What follows belongs to an exercise in optimizing a design on an open flow for small area; a production flow would make more cautious choices. Only simulation tests tie the RTL to the original design; equivalence was not proved.

==> run D: inputs <==
## top
module top(input clk,
           input rst_n,
           input weight_select,
           input [7:0] fmaps_in1,
           input [7:0] fmaps_in2,
           input [7:0] fmaps_in3,
           input [7:0] fmaps_in4,
           input [7:0] fmaps_in5,
           input [7:0] fmaps_in6,
           input [7:0] fmaps_in7,
           input [7:0] weight_in1,
           input [7:0] weight_in2,
           input [7:0] weight_in3,
           input [7:0] weight_in4,
           input [7:0] weight_in5,
           output [1:0] cs,
           output [1:0] we,
           output [4:0] fmaps_addr,
           output [5:0] weight_addr,
           output valid,
           output signed [20:0] acc);
    reg        worken;
    reg [4:0]  faddr;
    reg [5:0]  waddr1;
    reg        started;
    always @(posedge clk or negedge rst_n) begin
        if (!rst_n) begin
            worken  <= 1'b0;
            faddr   <= 5'd0;
            waddr1  <= 6'd18;
            started <= 1'b0;
        end else begin
            worken <= 1'b1;
            if (worken) begin
                faddr  <= (faddr == 5'd18) ? 5'd0 : faddr + 5'd1;
                waddr1 <= (waddr1 == 6'd37) ? 6'd18 : waddr1 + 6'd1;
            end
            if (faddr == 5'd10)
                started <= 1'b1;
        end
    end
    assign cs          = {worken, worken};
    assign we          = 2'b00;
    assign fmaps_addr  = faddr;
    assign weight_addr = weight_select ? waddr1 : {1'b0, faddr};
    assign valid = started & ((faddr == 5'd2)  | (faddr == 5'd3)  | (faddr == 5'd4)  |
                              (faddr == 5'd11) | (faddr == 5'd12) | (faddr == 5'd13) |
                              (faddr == 5'd16) | (faddr == 5'd17) | (faddr == 5'd18));
    reg newwin, k9;
    always @(posedge clk or negedge rst_n) begin
        if (!rst_n) begin
            newwin <= 1'b1;
            k9     <= 1'b1;
        end else begin
            newwin <= ~worken | (faddr == 5'd18) | (faddr == 5'd8) | (faddr == 5'd13);
            k9     <= ~worken | (faddr == 5'd18);
        end
    end
    wire [7:0] wk = {8{worken}};
  ...
==> flow/config.mk <==
export PLATFORM = sky130hd
export DESIGN_NAME = top
export DESIGN_NICKNAME = top
export VERILOG_FILES = /design/flow/design.v
export SDC_FILE = /design/flow/constraint.sdc
export NUM_CORES = 4
export LEC_CHECK = 0
export CAP_MARGIN = 20
export CORE_MARGIN = 2
export CORE_UTILIZATION = 65
export PLACE_DENSITY = 0.7
export SLEW_MARGIN = 20
export SYNTH_HIERARCHICAL = 1
export SYNTH_MINIMUM_KEEP_SIZE = 0
==> flow/constraint.sdc <==
create_clock -name core_clock -period 7.0 [get_ports {clk}]
set_input_delay 1.4000 -clock core_clock [delete_from_list [all_inputs] [get_ports {clk}]]
set_output_delay 1.4000 -clock core_clock [all_outputs]
set_load 0.01 [all_outputs]
standard.sh (not shown) runs the stock make flow with config.mk's settings and CLKGATE_MAP_FILE= SYNTH_SCRIPT=/design/flow/synth_recipe.tcl, a recipe that flattens the netlist after the stock synthesis.
==> flow/flow/run.sh <==
#!/bin/bash
# The standard synthesis and layout (the standard.sh), with two changes:
# the input and output ports are buffered with sky130_fd_sc_hd__buf_1
# instead of the placer's default buffer cell, and clock tree synthesis
# uses larger sink clusters and no dummy loads.  Each step's output goes to
# a log file of its own in this folder.
set -euo pipefail
bash standard.sh synth > synth.log 2>&1
export BUFFER_PORTS_ARGS="-buffer_cell sky130_fd_sc_hd__buf_1"
export CTS_ARGS="-sink_clustering_enable -repair_clock_nets -dont_use_dummy_load -sink_clustering_size 30 -sink_clustering_max_diameter 100"
bash standard.sh finish > layout.log 2>&1
==> inputs of run E, as changes to run D <==
--- a/flow/design.v
+++ b/flow/design.v
@@ -771,13 +771,13 @@
     fa us419 (.a(s413), .b(c372), .c(s415), .s(s419), .co(c420));
     wire s421;
     wire c422;
     fa us421 (.a(c374), .b(s417), .c(s419), .s(s421), .co(c422));
     wire s423;
     wire c424;
-    fa us423 (.a(c376), .b(s421), .c(c378), .s(s423), .co(c424));
+    ha us423 (.a(c376), .b(s421), .s(s423), .co(c424));
     wire s425;
     wire c426;
     fa us425 (.a(base[8]), .b(b109), .c(b116), .s(s425), .co(c426));
     wire s427;
     wire c428;
     fa us427 (.a(b123), .b(b130), .c(b145), .s(s427), .co(c428));
@@ -999,13 +999,13 @@
     fa us571 (.a(c538), .b(s567), .c(c540), .s(s571), .co(c572));
     wire s573;
     wire c574;
     fa us573 (.a(s569), .b(c542), .c(s571), .s(s573), .co(c574));
     wire s575;
     wire c576;
-    fa us575 (.a(c544), .b(s573), .c(c546), .s(s575), .co(c576));
+    ha us575 (.a(c544), .b(s573), .s(s575), .co(c576));
     wire s577;
     wire c578;
     fa us577 (.a(base[12]), .b(b127), .c(b134), .s(s577), .co(c578));
     wire s579;
     wire c580;
     fa us579 (.a(b163), .b(b170), .c(b199), .s(s579), .co(c580));
@@ -1038,13 +1038,13 @@
     fa us597 (.a(s593), .b(c568), .c(c570), .s(s597), .co(c598));
     wire s599;
     wire c600;
     fa us599 (.a(s595), .b(c572), .c(s597), .s(s599), .co(c600));
     wire s601;
     wire c602;
-    fa us601 (.a(c574), .b(s599), .c(c576), .s(s601), .co(c602));
+    ha us601 (.a(c574), .b(s599), .s(s601), .co(c602));
     wire s603;
     wire c604;
     fa us603 (.a(base[13]), .b(b135), .c(b171), .s(s603), .co(c604));
     wire s605;
     wire c606;
     fa us605 (.a(b207), .b(b99), .c(p56), .s(s605), .co(c606));
@@ -1086,27 +1086,27 @@
     fa us629 (.a(s625), .b(c612), .c(s627), .s(s629), .co(c630));
     wire s631;
     wire c632;
     fa us631 (.a(c614), .b(s629), .c(c616), .s(s631), .co(c632));
     wire s633;
     wire c634;
-    fa us633 (.a(c618), .b(s631), .c(c620), .s(s633), .co(c634));
+    ha us633 (.a(c618), .b(s631), .s(s633), .co(c634));
     wire s635;
     wire c636;
     fa us635 (.a(base[15]), .b(c622), .c(c624), .s(s635), .co(c636));
     wire s637;
     wire c638;
     fa us637 (.a(c626), .b(s635), .c(c628), .s(s637), .co(c638));
     wire s639;
     wire c640;
     fa us639 (.a(c630), .b(s637), .c(c632), .s(s639), .co(c640));
     wire s641;
     wire c642;
     fa us641 (.a(base[16]), .b(c636), .c(c638), .s(s641), .co(c642));
-    wire [20:0] ra = {base[20], base[19], base[18], base[17], c640, c634, s633, c602, s601, s575, c510, c470, s469, s423, s377, s333, s299, s267, s245, s225, s213};
-    wire [20:0] rb = {1'b0, 1'b0, 1'b0, c642, s641, s639, 1'b0, s619, 1'b0, 1'b0, s545, s509, 1'b0, 1'b0, 1'b0, 1'b0, 1'b0, 1'b0, 1'b0, 1'b0, s215};
+    wire [20:0] ra = {base[20], base[19], base[18], base[17], c640, c634, c620, c602, c576, c546, c510, c470, s469, c378, s377, s333, s299, s267, s245, s225, s213};
+    wire [20:0] rb = {1'b0, 1'b0, 1'b0, c642, s641, s639, s633, s619, s601, s575, s545, s509, 1'b0, s423, 1'b0, 1'b0, 1'b0, 1'b0, 1'b0, 1'b0, s215};
     assign sum = ra + rb;
 endmodule
 module mac_col2(input [3:0] ex2_one,
     input [3:0] ex2_two,
     input [3:0] ex2_neg,
     input [7:0] W1,
@@ -1784,13 +1784,13 @@
     fa us375 (.a(s369), .b(c334), .c(s371), .s(s375), .co(c376));
     wire s377;
     wire c378;
     fa us377 (.a(s373), .b(c336), .c(s375), .s(s377), .co(c378));
     wire s379;
     wire c380;
-    fa us379 (.a(c338), .b(s377), .c(c340), .s(s379), .co(c380));
+    ha us379 (.a(c338), .b(s377), .s(s379), .co(c380));
     wire s381;
     wire c382;
     fa us381 (.a(base[8]), .b(b102), .c(b117), .s(s381), .co(c382));
     wire s383;
     wire c384;
     fa us383 (.a(b124), .b(b131), .c(b138), .s(s383), .co(c384));
@@ -1982,13 +1982,13 @@
     fa us507 (.a(c478), .b(s503), .c(c480), .s(s507), .co(c508));
     wire s509;
     wire c510;
     fa us509 (.a(s505), .b(c482), .c(s507), .s(s509), .co(c510));
     wire s511;
     wire c512;
-    fa us511 (.a(c484), .b(s509), .c(c486), .s(s511), .co(c512));
+    ha us511 (.a(c484), .b(s509), .s(s511), .co(c512));
     wire s513;
     wire c514;
     fa us513 (.a(base[12]), .b(b106), .c(b135), .s(s513), .co(c514));
     wire s515;
     wire c516;
     fa us515 (.a(b142), .b(b171), .c(b178), .s(s515), .co(c516));
@@ -2039,13 +2039,13 @@
     fa us545 (.a(c526), .b(s541), .c(c528), .s(s545), .co(c546));
     wire s547;
     wire c548;
     fa us547 (.a(s543), .b(c530), .c(s545), .s(s547), .co(c548));
     wire s549;
     wire c550;
-    fa us549 (.a(s547), .b(c532), .c(c534), .s(s549), .co(c550));
+    ha us549 (.a(s547), .b(c532), .s(s549), .co(c550));
     wire s551;
     wire c552;
     fa us551 (.a(base[14]), .b(b108), .c(b144), .s(s551), .co(c552));
     wire s553;
     wire c554;
     fa us553 (.a(b180), .b(b72), .c(c536), .s(s553), .co(c554));
@@ -2070,14 +2070,14 @@
     wire s567;
     wire c568;
     fa us567 (.a(c560), .b(s565), .c(c562), .s(s567), .co(c568));
     wire s569;
     wire c570;
     fa us569 (.a(base[16]), .b(c564), .c(c566), .s(s569), .co(c570));
-    wire [20:0] ra = {base[20], base[19], base[18], base[17], c568, s567, c550, s549, c512, s511, s485, c420, s419, s379, s339, s299, s269, s239, s219, s199, s189};
-    wire [20:0] rb = {1'b0, 1'b0, 1'b0, c570, s569, 1'b0, s561, 1'b0, s533, 1'b0, 1'b0, s453, 1'b0, 1'b0, 1'b0, 1'b0, 1'b0, 1'b0, 1'b0, 1'b0, 1'b0};
+    wire [20:0] ra = {base[20], base[19], base[18], base[17], c568, s567, c550, c534, c512, c486, s485, c420, s419, c340, s339, s299, s269, s239, s219, s199, s189};
+    wire [20:0] rb = {1'b0, 1'b0, 1'b0, c570, s569, 1'b0, s561, s549, s533, s511, 1'b0, s453, 1'b0, s379, 1'b0, 1'b0, 1'b0, 1'b0, 1'b0, 1'b0, 1'b0};
     assign sum = ra + rb;
 endmodule
 module mac_col3(input [3:0] ex3_one,
     input [3:0] ex3_two,
     input [3:0] ex3_neg,
     input [7:0] W1,
@@ -2755,13 +2755,13 @@
     fa us375 (.a(s369), .b(c334), .c(s371), .s(s375), .co(c376));
     wire s377;
     wire c378;
     fa us377 (.a(s373), .b(c336), .c(s375), .s(s377), .co(c378));
     wire s379;
     wire c380;
-    fa us379 (.a(c338), .b(s377), .c(c340), .s(s379), .co(c380));
+    ha us379 (.a(c338), .b(s377), .s(s379), .co(c380));
     wire s381;
     wire c382;
     fa us381 (.a(base[8]), .b(b102), .c(b117), .s(s381), .co(c382));
     wire s383;
     wire c384;
     fa us383 (.a(b124), .b(b131), .c(b138), .s(s383), .co(c384));
@@ -2953,13 +2953,13 @@
     fa us507 (.a(c478), .b(s503), .c(c480), .s(s507), .co(c508));
     wire s509;
     wire c510;
     fa us509 (.a(s505), .b(c482), .c(s507), .s(s509), .co(c510));
     wire s511;
     wire c512;
-    fa us511 (.a(c484), .b(s509), .c(c486), .s(s511), .co(c512));
+    ha us511 (.a(c484), .b(s509), .s(s511), .co(c512));
     wire s513;
     wire c514;
     fa us513 (.a(base[12]), .b(b106), .c(b135), .s(s513), .co(c514));
     wire s515;
     wire c516;
     fa us515 (.a(b142), .b(b171), .c(b178), .s(s515), .co(c516));
@@ -3010,13 +3010,13 @@
     fa us545 (.a(c526), .b(s541), .c(c528), .s(s545), .co(c546));
     wire s547;
     wire c548;
     fa us547 (.a(s543), .b(c530), .c(s545), .s(s547), .co(c548));
     wire s549;
     wire c550;
-    fa us549 (.a(s547), .b(c532), .c(c534), .s(s549), .co(c550));
+    ha us549 (.a(s547), .b(c532), .s(s549), .co(c550));
     wire s551;
     wire c552;
     fa us551 (.a(base[14]), .b(b108), .c(b144), .s(s551), .co(c552));
     wire s553;
     wire c554;
     fa us553 (.a(b180), .b(b72), .c(c536), .s(s553), .co(c554));
@@ -3041,14 +3041,14 @@
     wire s567;
     wire c568;
     fa us567 (.a(c560), .b(s565), .c(c562), .s(s567), .co(c568));
     wire s569;
     wire c570;
     fa us569 (.a(base[16]), .b(c564), .c(c566), .s(s569), .co(c570));
-    wire [20:0] ra = {base[20], base[19], base[18], base[17], c568, s567, c550, s549, c512, s511, s485, c420, s419, s379, s339, s299, s269, s239, s219, s199, s189};
-    wire [20:0] rb = {1'b0, 1'b0, 1'b0, c570, s569, 1'b0, s561, 1'b0, s533, 1'b0, 1'b0, s453, 1'b0, 1'b0, 1'b0, 1'b0, 1'b0, 1'b0, 1'b0, 1'b0, 1'b0};
+    wire [20:0] ra = {base[20], base[19], base[18], base[17], c568, s567, c550, c534, c512, c486, s485, c420, s419, c340, s339, s299, s269, s239, s219, s199, s189};
+    wire [20:0] rb = {1'b0, 1'b0, 1'b0, c570, s569, 1'b0, s561, s549, s533, s511, 1'b0, s453, 1'b0, s379, 1'b0, 1'b0, 1'b0, 1'b0, 1'b0, 1'b0, 1'b0};
     assign sum = ra + rb;
 endmodule
 module top(input clk,
            input rst_n,
            input weight_select,
            input [7:0] fmaps_in1,
PLACE_DENSITY = not set   (was 0.7)
==> inputs of run G, as changes to run D <==
--- a/flow/design.v
+++ b/flow/design.v
@@ -702,13 +702,13 @@
     fa us373 (.a(s367), .b(c328), .c(s369), .s(s373), .co(c374));
     wire s375;
     wire c376;
     fa us375 (.a(c330), .b(s371), .c(s373), .s(s375), .co(c376));
     wire s377;
     wire c378;
-    fa us377 (.a(c332), .b(s375), .c(c334), .s(s377), .co(c378));
+    ha us377 (.a(c332), .b(s375), .s(s377), .co(c378));
     wire s379;
     wire c380;
     fa us379 (.a(base[7]), .b(c336), .c(b108), .s(s379), .co(c380));
     wire s381;
     wire c382;
     fa us381 (.a(b115), .b(b122), .c(b129), .s(s381), .co(c382));
@@ -771,13 +771,13 @@
     fa us419 (.a(s413), .b(c372), .c(s415), .s(s419), .co(c420));
     wire s421;
     wire c422;
     fa us421 (.a(c374), .b(s417), .c(s419), .s(s421), .co(c422));
     wire s423;
     wire c424;
-    fa us423 (.a(c376), .b(s421), .c(c378), .s(s423), .co(c424));
+    ha us423 (.a(c376), .b(s421), .s(s423), .co(c424));
     wire s425;
     wire c426;
     fa us425 (.a(base[8]), .b(b109), .c(b116), .s(s425), .co(c426));
     wire s427;
     wire c428;
     fa us427 (.a(b123), .b(b130), .c(b145), .s(s427), .co(c428));
@@ -840,13 +840,13 @@
     fa us465 (.a(s459), .b(s461), .c(c418), .s(s465), .co(c466));
     wire s467;
     wire c468;
     fa us467 (.a(c420), .b(s463), .c(s465), .s(s467), .co(c468));
     wire s469;
     wire c470;
-    fa us469 (.a(c422), .b(s467), .c(c424), .s(s469), .co(c470));
+    ha us469 (.a(c422), .b(s467), .s(s469), .co(c470));
     wire s471;
     wire c472;
     fa us471 (.a(base[9]), .b(b117), .c(b124), .s(s471), .co(c472));
     wire s473;
     wire c474;
     fa us473 (.a(b131), .b(b153), .c(b160), .s(s473), .co(c474));
@@ -999,13 +999,13 @@
     fa us571 (.a(c538), .b(s567), .c(c540), .s(s571), .co(c572));
     wire s573;
     wire c574;
     fa us573 (.a(s569), .b(c542), .c(s571), .s(s573), .co(c574));
     wire s575;
     wire c576;
-    fa us575 (.a(c544), .b(s573), .c(c546), .s(s575), .co(c576));
+    ha us575 (.a(c544), .b(s573), .s(s575), .co(c576));
     wire s577;
     wire c578;
     fa us577 (.a(base[12]), .b(b127), .c(b134), .s(s577), .co(c578));
     wire s579;
     wire c580;
     fa us579 (.a(b163), .b(b170), .c(b199), .s(s579), .co(c580));
@@ -1038,13 +1038,13 @@
     fa us597 (.a(s593), .b(c568), .c(c570), .s(s597), .co(c598));
     wire s599;
     wire c600;
     fa us599 (.a(s595), .b(c572), .c(s597), .s(s599), .co(c600));
     wire s601;
     wire c602;
-    fa us601 (.a(c574), .b(s599), .c(c576), .s(s601), .co(c602));
+    ha us601 (.a(c574), .b(s599), .s(s601), .co(c602));
     wire s603;
     wire c604;
     fa us603 (.a(base[13]), .b(b135), .c(b171), .s(s603), .co(c604));
     wire s605;
     wire c606;
     fa us605 (.a(b207), .b(b99), .c(p56), .s(s605), .co(c606));
@@ -1086,27 +1086,27 @@
     fa us629 (.a(s625), .b(c612), .c(s627), .s(s629), .co(c630));
     wire s631;
     wire c632;
     fa us631 (.a(c614), .b(s629), .c(c616), .s(s631), .co(c632));
     wire s633;
     wire c634;
-    fa us633 (.a(c618), .b(s631), .c(c620), .s(s633), .co(c634));
+    ha us633 (.a(c618), .b(s631), .s(s633), .co(c634));
     wire s635;
     wire c636;
     fa us635 (.a(base[15]), .b(c622), .c(c624), .s(s635), .co(c636));
     wire s637;
     wire c638;
     fa us637 (.a(c626), .b(s635), .c(c628), .s(s637), .co(c638));
     wire s639;
     wire c640;
     fa us639 (.a(c630), .b(s637), .c(c632), .s(s639), .co(c640));
     wire s641;
     wire c642;
     fa us641 (.a(base[16]), .b(c636), .c(c638), .s(s641), .co(c642));
-    wire [20:0] ra = {base[20], base[19], base[18], base[17], c640, c634, s633, c602, s601, s575, c510, c470, s469, s423, s377, s333, s299, s267, s245, s225, s213};
-    wire [20:0] rb = {1'b0, 1'b0, 1'b0, c642, s641, s639, 1'b0, s619, 1'b0, 1'b0, s545, s509, 1'b0, 1'b0, 1'b0, 1'b0, 1'b0, 1'b0, 1'b0, 1'b0, s215};
+    wire [20:0] ra = {base[20], base[19], base[18], base[17], c640, c634, c620, c602, c576, c546, c510, c470, c424, c378, c334, s333, s299, s267, s245, s225, s213};
+    wire [20:0] rb = {1'b0, 1'b0, 1'b0, c642, s641, s639, s633, s619, s601, s575, s545, s509, s469, s423, s377, 1'b0, 1'b0, 1'b0, 1'b0, 1'b0, s215};
     assign sum = ra + rb;
 endmodule
 module mac_col2(input [3:0] ex2_one,
     input [3:0] ex2_two,
     input [3:0] ex2_neg,
     input [7:0] W1,
@@ -1724,13 +1724,13 @@
     fa us335 (.a(s329), .b(s331), .c(c294), .s(s335), .co(c336));
     wire s337;
     wire c338;
     fa us337 (.a(c296), .b(s333), .c(s335), .s(s337), .co(c338));
     wire s339;
     wire c340;
-    fa us339 (.a(c298), .b(s337), .c(c300), .s(s339), .co(c340));
+    ha us339 (.a(c298), .b(s337), .s(s339), .co(c340));
     wire s341;
     wire c342;
     fa us341 (.a(base[7]), .b(c302), .c(b101), .s(s341), .co(c342));
     wire s343;
     wire c344;
     fa us343 (.a(b116), .b(b123), .c(b130), .s(s343), .co(c344));
@@ -1784,13 +1784,13 @@
     fa us375 (.a(s369), .b(c334), .c(s371), .s(s375), .co(c376));
     wire s377;
     wire c378;
     fa us377 (.a(s373), .b(c336), .c(s375), .s(s377), .co(c378));
     wire s379;
     wire c380;
-    fa us379 (.a(c338), .b(s377), .c(c340), .s(s379), .co(c380));
+    ha us379 (.a(c338), .b(s377), .s(s379), .co(c380));
     wire s381;
     wire c382;
     fa us381 (.a(base[8]), .b(b102), .c(b117), .s(s381), .co(c382));
     wire s383;
     wire c384;
     fa us383 (.a(b124), .b(b131), .c(b138), .s(s383), .co(c384));
@@ -1844,13 +1844,13 @@
     fa us415 (.a(s409), .b(s411), .c(c374), .s(s415), .co(c416));
     wire s417;
     wire c418;
     fa us417 (.a(c376), .b(s413), .c(s415), .s(s417), .co(c418));
     wire s419;
     wire c420;
-    fa us419 (.a(c378), .b(s417), .c(c380), .s(s419), .co(c420));
+    ha us419 (.a(c378), .b(s417), .s(s419), .co(c420));
     wire s421;
     wire c422;
     fa us421 (.a(base[9]), .b(b103), .c(b125), .s(s421), .co(c422));
     wire s423;
     wire c424;
     fa us423 (.a(b132), .b(b139), .c(b161), .s(s423), .co(c424));
@@ -1943,13 +1943,13 @@
     fa us481 (.a(c446), .b(s477), .c(c448), .s(s481), .co(c482));
     wire s483;
     wire c484;
     fa us483 (.a(s479), .b(c450), .c(s481), .s(s483), .co(c484));
     wire s485;
     wire c486;
-    fa us485 (.a(c452), .b(s483), .c(c454), .s(s485), .co(c486));
+    ha us485 (.a(c452), .b(s483), .s(s485), .co(c486));
     wire s487;
     wire c488;
     fa us487 (.a(base[11]), .b(b105), .c(b134), .s(s487), .co(c488));
     wire s489;
     wire c490;
     fa us489 (.a(b141), .b(b170), .c(b177), .s(s489), .co(c490));
@@ -1982,13 +1982,13 @@
     fa us507 (.a(c478), .b(s503), .c(c480), .s(s507), .co(c508));
     wire s509;
     wire c510;
     fa us509 (.a(s505), .b(c482), .c(s507), .s(s509), .co(c510));
     wire s511;
     wire c512;
-    fa us511 (.a(c484), .b(s509), .c(c486), .s(s511), .co(c512));
+    ha us511 (.a(c484), .b(s509), .s(s511), .co(c512));
     wire s513;
     wire c514;
     fa us513 (.a(base[12]), .b(b106), .c(b135), .s(s513), .co(c514));
     wire s515;
     wire c516;
     fa us515 (.a(b142), .b(b171), .c(b178), .s(s515), .co(c516));
@@ -2039,13 +2039,13 @@
     fa us545 (.a(c526), .b(s541), .c(c528), .s(s545), .co(c546));
     wire s547;
     wire c548;
     fa us547 (.a(s543), .b(c530), .c(s545), .s(s547), .co(c548));
     wire s549;
     wire c550;
-    fa us549 (.a(s547), .b(c532), .c(c534), .s(s549), .co(c550));
+    ha us549 (.a(s547), .b(c532), .s(s549), .co(c550));
     wire s551;
     wire c552;
     fa us551 (.a(base[14]), .b(b108), .c(b144), .s(s551), .co(c552));
     wire s553;
     wire c554;
     fa us553 (.a(b180), .b(b72), .c(c536), .s(s553), .co(c554));
@@ -2066,18 +2066,18 @@
     fa us563 (.a(base[15]), .b(c552), .c(c554), .s(s563), .co(c564));
     wire s565;
     wire c566;
     fa us565 (.a(c556), .b(s563), .c(c558), .s(s565), .co(c566));
     wire s567;
     wire c568;
-    fa us567 (.a(c560), .b(s565), .c(c562), .s(s567), .co(c568));
+    ha us567 (.a(c560), .b(s565), .s(s567), .co(c568));
     wire s569;
     wire c570;
     fa us569 (.a(base[16]), .b(c564), .c(c566), .s(s569), .co(c570));
-    wire [20:0] ra = {base[20], base[19], base[18], base[17], c568, s567, c550, s549, c512, s511, s485, c420, s419, s379, s339, s299, s269, s239, s219, s199, s189};
-    wire [20:0] rb = {1'b0, 1'b0, 1'b0, c570, s569, 1'b0, s561, 1'b0, s533, 1'b0, 1'b0, s453, 1'b0, 1'b0, 1'b0, 1'b0, 1'b0, 1'b0, 1'b0, 1'b0, 1'b0};
+    wire [20:0] ra = {base[20], base[19], base[18], base[17], c568, c562, c550, c534, c512, c486, c454, c420, c380, c340, c300, s299, s269, s239, s219, s199, s189};
+    wire [20:0] rb = {1'b0, 1'b0, 1'b0, c570, s569, s567, s561, s549, s533, s511, s485, s453, s419, s379, s339, 1'b0, 1'b0, 1'b0, 1'b0, 1'b0, 1'b0};
     assign sum = ra + rb;
 endmodule
 module mac_col3(input [3:0] ex3_one,
     input [3:0] ex3_two,
     input [3:0] ex3_neg,
     input [7:0] W1,
@@ -2695,13 +2695,13 @@
     fa us335 (.a(s329), .b(s331), .c(c294), .s(s335), .co(c336));
     wire s337;
     wire c338;
     fa us337 (.a(c296), .b(s333), .c(s335), .s(s337), .co(c338));
     wire s339;
     wire c340;
-    fa us339 (.a(c298), .b(s337), .c(c300), .s(s339), .co(c340));
+    ha us339 (.a(c298), .b(s337), .s(s339), .co(c340));
     wire s341;
     wire c342;
     fa us341 (.a(base[7]), .b(c302), .c(b101), .s(s341), .co(c342));
     wire s343;
     wire c344;
     fa us343 (.a(b116), .b(b123), .c(b130), .s(s343), .co(c344));
@@ -2755,13 +2755,13 @@
     fa us375 (.a(s369), .b(c334), .c(s371), .s(s375), .co(c376));
     wire s377;
     wire c378;
     fa us377 (.a(s373), .b(c336), .c(s375), .s(s377), .co(c378));
     wire s379;
     wire c380;
-    fa us379 (.a(c338), .b(s377), .c(c340), .s(s379), .co(c380));
+    ha us379 (.a(c338), .b(s377), .s(s379), .co(c380));
     wire s381;
     wire c382;
     fa us381 (.a(base[8]), .b(b102), .c(b117), .s(s381), .co(c382));
     wire s383;
     wire c384;
     fa us383 (.a(b124), .b(b131), .c(b138), .s(s383), .co(c384));
@@ -2815,13 +2815,13 @@
     fa us415 (.a(s409), .b(s411), .c(c374), .s(s415), .co(c416));
     wire s417;
     wire c418;
     fa us417 (.a(c376), .b(s413), .c(s415), .s(s417), .co(c418));
     wire s419;
     wire c420;
-    fa us419 (.a(c378), .b(s417), .c(c380), .s(s419), .co(c420));
+    ha us419 (.a(c378), .b(s417), .s(s419), .co(c420));
     wire s421;
     wire c422;
     fa us421 (.a(base[9]), .b(b103), .c(b125), .s(s421), .co(c422));
     wire s423;
     wire c424;
     fa us423 (.a(b132), .b(b139), .c(b161), .s(s423), .co(c424));
@@ -2914,13 +2914,13 @@
     fa us481 (.a(c446), .b(s477), .c(c448), .s(s481), .co(c482));
     wire s483;
     wire c484;
     fa us483 (.a(s479), .b(c450), .c(s481), .s(s483), .co(c484));
     wire s485;
     wire c486;
-    fa us485 (.a(c452), .b(s483), .c(c454), .s(s485), .co(c486));
+    ha us485 (.a(c452), .b(s483), .s(s485), .co(c486));
     wire s487;
     wire c488;
     fa us487 (.a(base[11]), .b(b105), .c(b134), .s(s487), .co(c488));
     wire s489;
     wire c490;
     fa us489 (.a(b141), .b(b170), .c(b177), .s(s489), .co(c490));
@@ -2953,13 +2953,13 @@
     fa us507 (.a(c478), .b(s503), .c(c480), .s(s507), .co(c508));
     wire s509;
     wire c510;
     fa us509 (.a(s505), .b(c482), .c(s507), .s(s509), .co(c510));
     wire s511;
     wire c512;
-    fa us511 (.a(c484), .b(s509), .c(c486), .s(s511), .co(c512));
+    ha us511 (.a(c484), .b(s509), .s(s511), .co(c512));
     wire s513;
     wire c514;
     fa us513 (.a(base[12]), .b(b106), .c(b135), .s(s513), .co(c514));
     wire s515;
     wire c516;
     fa us515 (.a(b142), .b(b171), .c(b178), .s(s515), .co(c516));
@@ -3010,13 +3010,13 @@
     fa us545 (.a(c526), .b(s541), .c(c528), .s(s545), .co(c546));
     wire s547;
     wire c548;
     fa us547 (.a(s543), .b(c530), .c(s545), .s(s547), .co(c548));
     wire s549;
     wire c550;
-    fa us549 (.a(s547), .b(c532), .c(c534), .s(s549), .co(c550));
+    ha us549 (.a(s547), .b(c532), .s(s549), .co(c550));
     wire s551;
     wire c552;
     fa us551 (.a(base[14]), .b(b108), .c(b144), .s(s551), .co(c552));
     wire s553;
     wire c554;
     fa us553 (.a(b180), .b(b72), .c(c536), .s(s553), .co(c554));
@@ -3037,18 +3037,18 @@
     fa us563 (.a(base[15]), .b(c552), .c(c554), .s(s563), .co(c564));
     wire s565;
     wire c566;
     fa us565 (.a(c556), .b(s563), .c(c558), .s(s565), .co(c566));
     wire s567;
     wire c568;
-    fa us567 (.a(c560), .b(s565), .c(c562), .s(s567), .co(c568));
+    ha us567 (.a(c560), .b(s565), .s(s567), .co(c568));
     wire s569;
     wire c570;
     fa us569 (.a(base[16]), .b(c564), .c(c566), .s(s569), .co(c570));
-    wire [20:0] ra = {base[20], base[19], base[18], base[17], c568, s567, c550, s549, c512, s511, s485, c420, s419, s379, s339, s299, s269, s239, s219, s199, s189};
-    wire [20:0] rb = {1'b0, 1'b0, 1'b0, c570, s569, 1'b0, s561, 1'b0, s533, 1'b0, 1'b0, s453, 1'b0, 1'b0, 1'b0, 1'b0, 1'b0, 1'b0, 1'b0, 1'b0, 1'b0};
+    wire [20:0] ra = {base[20], base[19], base[18], base[17], c568, c562, c550, c534, c512, c486, c454, c420, c380, c340, c300, s299, s269, s239, s219, s199, s189};
+    wire [20:0] rb = {1'b0, 1'b0, 1'b0, c570, s569, s567, s561, s549, s533, s511, s485, s453, s419, s379, s339, 1'b0, 1'b0, 1'b0, 1'b0, 1'b0, 1'b0};
     assign sum = ra + rb;
 endmodule
 module top(input clk,
            input rst_n,
            input weight_select,
            input [7:0] fmaps_in1,
PLACE_DENSITY = not set   (was 0.7)
==> comparison <==
- Run G went through all stages and came out clean. Run D finished clean. Run E ran to the end with no violations.
- Routed wire length: run D is larger than run E (about 4%).
- The lowest worst hold slack belongs to run G, the highest to run E.
- Between run E and run D, the lower synthesized cell count is in run D (gap about 2.7%, measured against run D).
- Setup slack: run G > run E > run D.

[port drivers added, routing unchanged]
The flow's constraints put no driver on any port. The routed layouts listed below were extracted and timed again, unchanged, in two steps.
Step 1: set_driving_cell puts a clkbuf_16 on clk and a buf_2 on each other input, an assumption about the parent block.
Step 2 moves the port delays by t, midway between the first and last clock arrival at a register: inputs arrive t later, outputs are due t later. That takes back most of the time a late clock gives input paths.
a / b / c = no drivers / after step 1 / after step 2; a / b = the first two.
run | t, ns | setup WS [ns] | worst setup path after step 2 | worst register clock-pin slew, ns | pins driven straight from the clock port
run D | 0.607 | 0.110 / 0.110 / -0.264 | input to register | 0.11 / 0.11 | 1
run E | 0.621 | 0.142 / 0.142 / -0.022 | input to register | 0.11 / 0.11 | 1
run G | 0.619 | 0.178 / 0.178 / -0.033 | input to register | 0.11 / 0.11 | 1
Met with ideal ports but missed after step 2: setup timing in every run listed. The setup slack of run D, which loses most, moves by 0.000 ns with the drivers and by -0.374 ns with both steps.
